From an optimization exercise on the open Yosys and OpenROAD flow, aimed at small area; shortcuts taken in it are not production practice.
RTL that was checked went through simulation tests only; none was proved equivalent to the original.
Power is estimated from default activity; no workload was simulated.

==> run G <==
==> flow/design.v <==
module rw_solve_1clk
 #(parameter DATA1_LEN = 20, DATA2_LEN = 20, QUEUE_LEN = 64, LOC_WIDTH = 6, OTHER_INFO = 42)
(
    input clk,
    input rst_n,
    input valid_insert,
    input [DATA1_LEN-1:0] data1,
    input [DATA2_LEN-1:0] data2,
    input [OTHER_INFO-1:0] other_info,
    input valid_delete,
    input [LOC_WIDTH-1:0] del_loc_in,
    output reg valid_out,
    output reg [DATA1_LEN-1:0] data1_out,
    output reg [DATA2_LEN-1:0] data2_out,
    output reg [OTHER_INFO-1:0] other_info_out,
    output reg insert_success,
    output reg [LOC_WIDTH-1:0] insert_loc
);
reg [DATA1_LEN-1:0] key1 [0:QUEUE_LEN-1];  
reg [DATA2_LEN-1:0] key2 [0:QUEUE_LEN-1];
reg [QUEUE_LEN-1:0] live;
reg [LOC_WIDTH-1:0] head;
reg [LOC_WIDTH:0]   fresh;
reg [LOC_WIDTH-1:0] lhead;
reg [LOC_WIDTH-1:0] ltail;
reg                 lnonempty;
reg                 hlinked;
wire fresh_av = ~fresh[LOC_WIDTH];
wire [QUEUE_LEN-1:0] conflict;
wire [QUEUE_LEN-1:0] sel_head;
wire [QUEUE_LEN-1:0] sel_tail;
wire [QUEUE_LEN-1:0] sel_del;
wire [LOC_WIDTH-1:0] link_bits [0:QUEUE_LEN];
wire grant = valid_insert & ~|conflict;
wire link_wr = valid_delete & (hlinked | lnonempty);
wire [LOC_WIDTH-1:0] head_link = link_bits[QUEUE_LEN];
assign link_bits[0] = {LOC_WIDTH{1'b0}};
genvar gi;
generate
    for (gi = 0; gi < QUEUE_LEN; gi = gi + 1) begin: slot
        assign sel_head[gi] = (head == gi);
        assign sel_tail[gi] = (ltail == gi);
        assign sel_del[gi]  = valid_delete && (del_loc_in == gi);
        assign conflict[gi] = live[gi] && !sel_del[gi] &&
                              ((key1[gi] == {data1[DATA1_LEN-1:LOC_WIDTH], ~data1[LOC_WIDTH-1:0]}) ||
                               (key2[gi] == data2));
        assign link_bits[gi+1] = link_bits[gi] |
                                 (~key1[gi][LOC_WIDTH-1:0] & {LOC_WIDTH{sel_head[gi]}});
        wire wr_link = link_wr && sel_tail[gi];
        wire wr_key = sel_head[gi] && grant;
        wire keep_low = !(wr_link || wr_key);
        always @(posedge clk) begin
            key1[gi][DATA1_LEN-1:LOC_WIDTH] <=
                (data1[DATA1_LEN-1:LOC_WIDTH] & {(DATA1_LEN-LOC_WIDTH){sel_head[gi]}}) |
                (key1[gi][DATA1_LEN-1:LOC_WIDTH] & {(DATA1_LEN-LOC_WIDTH){live[gi]}});
            key2[gi] <= (data2 & {DATA2_LEN{sel_head[gi]}}) | (key2[gi] & {DATA2_LEN{live[gi]}});
            key1[gi][LOC_WIDTH-1:0] <= (~del_loc_in & {LOC_WIDTH{wr_link}}) |
                                       (~data1[LOC_WIDTH-1:0] & {LOC_WIDTH{wr_key}}) |
                                       (key1[gi][LOC_WIDTH-1:0] & {LOC_WIDTH{keep_low}});
        end
    end
endgenerate
always @(posedge clk) begin
    if (rst_n == 0) begin
        live <= 0;
        head <= 0;
        fresh <= 1;
        lnonempty <= 0;
        hlinked <= 0;
    end else begin
        live <= (live & ~sel_del) | (sel_head & {QUEUE_LEN{grant}});
        if (grant) begin
            if (fresh_av) begin
                head <= fresh[LOC_WIDTH-1:0];
                fresh <= fresh + 1'b1;
            end else if (!hlinked) begin
                head <= lhead;
                hlinked <= 1'b1;
            end else begin
                head <= head_link;
            end
        end
        if (valid_delete) begin
            ltail <= del_loc_in;
            if (!hlinked && !lnonempty) begin
                lhead <= del_loc_in;
                lnonempty <= 1'b1;
            end
        end
    end
end
always @(posedge clk) begin
    valid_out <= rst_n & valid_insert;
    insert_success <= rst_n & grant;
    data1_out <= data1;
    data2_out <= data2;
    other_info_out <= other_info;
    insert_loc <= head;
end
endmodule
==> flow/flow/run.sh <==
#!/bin/bash
# The standard layout (standard.sh) with three changes:
# - synthesis maps the logic with an area-oriented ABC script
#   (flow/abc_area.script) in place of ORFS's delay-oriented abc_speed.script;
#   the Yosys passes, register mapping and names are the standard synthesis's;
# - port buffering uses the smallest buffer, sky130_fd_sc_hd__buf_1 (every
#   input and output port still gets its own buffer);
# - CTS inserts no dummy loads.
set -euo pipefail
W="$(pwd)"
rm -rf "$W/scripts_area"
cp -r "$FLOW_HOME/scripts" "$W/scripts_area"
cp "$W/flow/abc_area.script" "$W/scripts_area/abc_speed.script"
bash "$W/standard.sh" SCRIPTS_DIR="$W/scripts_area" synth > "$W/synth.log" 2>&1
bash "$W/standard.sh" \
  "BUFFER_PORTS_ARGS=-buffer_cell sky130_fd_sc_hd__buf_1" \
  "CTS_ARGS=-sink_clustering_enable -repair_clock_nets -dont_use_dummy_load -sink_clustering_size 30 -sink_clustering_max_diameter 80 -buf_list sky130_fd_sc_hd__clkbuf_16" \
  > "$W/layout.log" 2>&1
==> flow/flow/abc_area.script <==
&get -n
&st
&dch
&nf -a
&st
&syn2
&dch
&nf -a
&st
&dch
&nf -a
&put
==> flow/standard.sh <==
#!/bin/bash
# synth_recipe.tcl (not shown) runs the flow's synth.tcl, then flattens the netlist and writes it again
# the make line also repeats each setting of config.mk as NAME=value (left out here)
make -C /OpenROAD-flow-scripts/flow DESIGN_CONFIG=/design/flow/config.mk WORK_HOME=/design/flow/orfs CLKGATE_MAP_FILE= SYNTH_SCRIPT=/design/flow/synth_recipe.tcl "${@:-finish}"
==> flow/config.mk <==
export PLATFORM = sky130hd
export DESIGN_NAME = rw_solve_1clk
export DESIGN_NICKNAME = rw_solve_1clk
export VERILOG_FILES = /design/flow/design.v
export SDC_FILE = /design/flow/constraint.sdc
export NUM_CORES = 4
export LEC_CHECK = 0
export CAP_MARGIN = 20
export CORE_MARGIN = 2
export CORE_UTILIZATION = 66
export CTS_BUF_LIST = sky130_fd_sc_hd__clkbuf_16
export CTS_CLUSTER_DIAMETER = 80
export CTS_CLUSTER_SIZE = 30
export PLACE_DENSITY = 0.76
export SLEW_MARGIN = 20
==> flow/constraint.sdc <==
create_clock -name core_clock -period 10.0 [get_ports {clk}]
set_input_delay 2.0000 -clock core_clock [delete_from_list [all_inputs] [get_ports {clk}]]
set_output_delay 2.0000 -clock core_clock [all_outputs]
set_load 0.01 [all_outputs]
==> inputs of run C, as changes to run G <==
CORE_UTILIZATION = 60   (was 66)
PLACE_DENSITY = 0.7   (was 0.76)
==> comparison <==
Run C completed without violations. Run G ran to the end with no violations. Between run C and run G, the lower routed wire length is in run G (gap about 3%, measured against run G). In sequential power, run C and run G hardly differ. In run C the sequential share of layout area is lower than in run G, by 0.14 points. In flip-flop and latch count, run C and run G do not differ. Of run C and run G, run G has the higher via count (gap about 1.5%, measured against run G). In run C the global-route usage is lower than in run G, by 3.4 points. Between run G and run C, the lower clock skew is in run G (gap 0.014 ns).

========
==> job 2104 <==
rw_solve_1clk, a different RTL version from the one above (not shown whole).
==> module rw_solve_1clk, before the edit <==
module rw_solve_1clk
 #(parameter DATA1_LEN = 20, DATA2_LEN = 20, QUEUE_LEN = 64, LOC_WIDTH = 6, OTHER_INFO = 42)
(
    input clk,
    input rst_n,
    input valid_insert,
    input [DATA1_LEN-1:0] data1,
    input [DATA2_LEN-1:0] data2,
    input [OTHER_INFO-1:0] other_info,
    input valid_delete,
    input [LOC_WIDTH-1:0] del_loc_in,
    output reg valid_out,
    output reg [DATA1_LEN-1:0] data1_out,
    output reg [DATA2_LEN-1:0] data2_out,
    output reg [OTHER_INFO-1:0] other_info_out,
    output reg insert_success,
    output reg [LOC_WIDTH-1:0] insert_loc
);
reg [LOC_WIDTH-1:0] empty_loc_queue[QUEUE_LEN-1:0];
reg [LOC_WIDTH-1:0] start_idx;
reg [LOC_WIDTH-1:0] end_idx;
reg [DATA1_LEN-1:0] data1_array[QUEUE_LEN-1:0];
reg [DATA2_LEN-1:0] data2_array[QUEUE_LEN-1:0]; 
reg [1:0] tag_array[QUEUE_LEN-1:0]; 
reg [LOC_WIDTH-1:0] last_loc;
reg [QUEUE_LEN-1:0] match_signal; 
localparam TAG_UNVALID = 2'b00;
localparam TAG_READY = 2'b01;
localparam TAG_VALID = 2'b11;
integer i;
genvar gen_i;
generate
    for (gen_i = 0; gen_i < QUEUE_LEN; gen_i = gen_i + 1) begin: match_module
        always @(*) begin
            match_signal[gen_i] = ( (data1_array[gen_i] == data1) || (data2_array[gen_i] == data2) ) && ( (tag_array[gen_i] == TAG_READY) || (tag_array[gen_i] == TAG_VALID) ) && ( gen_i != last_loc ) && ~(gen_i == del_loc_in && valid_delete) ;  
        end
    end
endgenerate
always @(posedge clk) begin
    if (rst_n == 0) begin
        for (i=0; i < QUEUE_LEN; i = i+1) begin
            empty_loc_queue[i] <= i;
        end
        start_idx <= 0;
        end_idx <= QUEUE_LEN-1;
        last_loc <= 0;
        for (i=0; i < QUEUE_LEN; i = i+1) begin
            data1_array[i] <= 0;
            data2_array[i] <= 0;
            tag_array[i] <= TAG_UNVALID;
        end
        valid_out <= 0; data1_out <= 0; data2_out <= 0; other_info_out <= 0;
        insert_success <= 0; insert_loc <= 0;
    end else begin
        if (valid_insert) begin
            valid_out <= 1;
            data1_out <= data1;
            data2_out <= data2;
            other_info_out <= other_info;
        end else begin
            valid_out <= 0; data1_out <= 0; data2_out <= 0; other_info_out <= 0;
        end
        if (valid_insert && (match_signal == 0) ) begin
            data1_array[last_loc] <= data1;
            data2_array[last_loc] <= data2;
            tag_array[last_loc] <= TAG_VALID;
            insert_success <= 1;
            insert_loc <= last_loc;
            start_idx <= start_idx + 1;
            last_loc <= empty_loc_queue[start_idx + 1'b1];
        end else begin
            insert_success <= 0;
            insert_loc <= 0;
            tag_array[last_loc] <= TAG_UNVALID;
        end
        if (valid_delete) begin
            data1_array[del_loc_in] <= 0;
            data2_array[del_loc_in] <= 0;
            tag_array[del_loc_in] <= TAG_UNVALID;
            end_idx <= end_idx + 1;
            empty_loc_queue[end_idx + 1'b1] <= del_loc_in;
        end
    end
end
endmodule
clock: 10.0 ns
lec_check: 0
cap_margin: 20
core_margin: 2
core_utilization: 30
place_density: 0.5
slew_margin: 20
run.sh (not shown) runs the stock make flow with config.mk's settings and CLKGATE_MAP_FILE= SYNTH_SCRIPT=/design/flow/synth_recipe.tcl, a recipe that flattens the netlist after the stock synthesis.
Stock flow here: none of the scripts above is used.
==> job 4009: changes against job 2104 <==
==> flow/design.v, changed modules only <==
module rw_solve_1clk
 #(parameter DATA1_LEN = 20, DATA2_LEN = 20, QUEUE_LEN = 64, LOC_WIDTH = 6, OTHER_INFO = 42)
(
    input clk,
    input rst_n,
    input valid_insert,
    input [DATA1_LEN-1:0] data1,
    input [DATA2_LEN-1:0] data2,
    input [OTHER_INFO-1:0] other_info,
    input valid_delete,
    input [LOC_WIDTH-1:0] del_loc_in,
    output reg valid_out,
    output reg [DATA1_LEN-1:0] data1_out,
    output reg [DATA2_LEN-1:0] data2_out,
    output reg [OTHER_INFO-1:0] other_info_out,
    output reg insert_success,
    output reg [LOC_WIDTH-1:0] insert_loc
);
reg [DATA1_LEN-1:0] key1 [0:QUEUE_LEN-1];
reg [DATA2_LEN-1:0] key2 [0:QUEUE_LEN-1];
reg [QUEUE_LEN-1:0] live;
reg [LOC_WIDTH-1:0] head;
reg [LOC_WIDTH:0]   fresh;
reg [LOC_WIDTH-1:0] lhead;
reg [LOC_WIDTH-1:0] ltail;
reg                 lnonempty;
wire fresh_av = ~fresh[LOC_WIDTH];
wire [QUEUE_LEN-1:0] conflict;
wire [QUEUE_LEN-1:0] sel_head;
wire [QUEUE_LEN-1:0] sel_tail;
wire [QUEUE_LEN-1:0] sel_del;
wire grant = valid_insert & ~|conflict;
wire pop = grant & ~fresh_av;
wire lsingle = (lhead == ltail);
wire link_wr = valid_delete & lnonempty;
wire [LOC_WIDTH-1:0] lnext = key1[lhead][LOC_WIDTH-1:0];
genvar gi;
generate
    for (gi = 0; gi < QUEUE_LEN; gi = gi + 1) begin: slot
        assign sel_head[gi] = (head == gi);
        assign sel_tail[gi] = (ltail == gi);
        assign sel_del[gi]  = valid_delete && (del_loc_in == gi);
        assign conflict[gi] = live[gi] && !sel_del[gi] &&
                              ((key1[gi] == data1) || (key2[gi] == data2));
        always @(posedge clk) begin
            if (sel_head[gi]) begin
                key1[gi] <= data1;
                key2[gi] <= data2;
            end else if (link_wr && sel_tail[gi]) begin
                key1[gi][LOC_WIDTH-1:0] <= del_loc_in;
            end
        end
    end
endgenerate
always @(posedge clk) begin
    if (rst_n == 0) begin
        live <= 0;
        head <= 0;
        fresh <= 1;
        lnonempty <= 0;
    end else begin
        live <= (live & ~sel_del) | (sel_head & {QUEUE_LEN{grant}});
        if (grant) begin
            if (fresh_av) begin
                head <= fresh[LOC_WIDTH-1:0];
                fresh <= fresh + 1'b1;
            end else begin
                head <= lhead;
            end
        end
        if (valid_delete) begin
            ltail <= del_loc_in;
            lnonempty <= 1'b1;
            if (!lnonempty || (pop && lsingle))
                lhead <= del_loc_in;
            else if (pop)
                lhead <= lnext;
        end else if (pop) begin
            if (lsingle)
                lnonempty <= 1'b0;
            else
                lhead <= lnext;
        end
    end
end
always @(posedge clk) begin
    valid_out <= rst_n & valid_insert;
    insert_success <= rst_n & grant;
    data1_out <= data1;
    data2_out <= data2;
    other_info_out <= other_info;
    insert_loc <= head;
end
endmodule
Settings changed: CORE_UTILIZATION 30 to 55, CTS_BUF_LIST from default to sky130_fd_sc_hd__clkbuf_4 sky130_fd_sc_hd__clkbuf_8, CTS_CLUSTER_DIAMETER from default to 50, CTS_CLUSTER_SIZE from default to 30, PLACE_DENSITY 0.5 to 0.65.
==> notes.md <==
status: finished clean
DRT iter0 DRCs: 15.6k
Comb pwr share: 0.097
sequential share of cell area: 0.359
#MultiIn Comb: 13.3k
dpl hpwl: 373 mm
Post-Synth XOR/XNOR Area: 0.135
area of the multi-input gates: 89,800 um^2
-- figures above: job 2104

==> notes.md <==
final worst setup slack: 2.73 ns
Cells after Synth: 8,748
Largest Pwr Group: registers
CP Data Arrival Time: 7.96 ns
Comb pwr share: 0.082
area of the multi-input gates: 38,800 um^2
status: finished clean
Post-Synth XOR/XNOR Area: 0.185
top layer in use: met5
DRT iter0 DRCs: 10.7k
R2R Path End: lhead[2]
dpl hpwl: 277 mm
-- figures above: job 4009

The RTL of job 2104 was laid out without a check of its function.

separate check: timing with driven ports:
How much do the figures lean on ideal ports? The routed layouts below were timed once more, with nothing changed but the port constraints.
Step 1 sets driving cells, clkbuf_16 on the clock port and buf_2 on the other inputs (assumed; they add their load-dependent delay and slew).
Step 2 moves the port delays by t, midway between the first and last clock arrival at a register: inputs arrive t later, outputs are due t later. That takes back most of the time a late clock gives input paths.
a / b / c = no drivers / after step 1 / after step 2; a / b = the first two.
run	shift t [ns]	setup WS [ns]	hold slack, ns	slew at the worst register clock pin (ns)
run G	0.925	2.239 / 2.309 / 1.383	0.474 / 0.474 / 0.474	0.12 / 0.12
run C	0.915	2.071 / 2.139 / 1.223	0.474 / 0.474 / 0.474	0.12 / 0.12
job 2104	1.094	2.055 / 2.131 / 1.037	0.469 / 0.469 / 0.469	0.07 / 0.07
job 4009	1.158	2.734 / 2.749 / 1.591	0.510 / 0.510 / 0.510	0.12 / 0.12
After both steps setup and hold are still met in every run listed. The setup slack of job 4009, which loses most, moves by +0.015 ns with the drivers and by -1.143 ns with both steps.
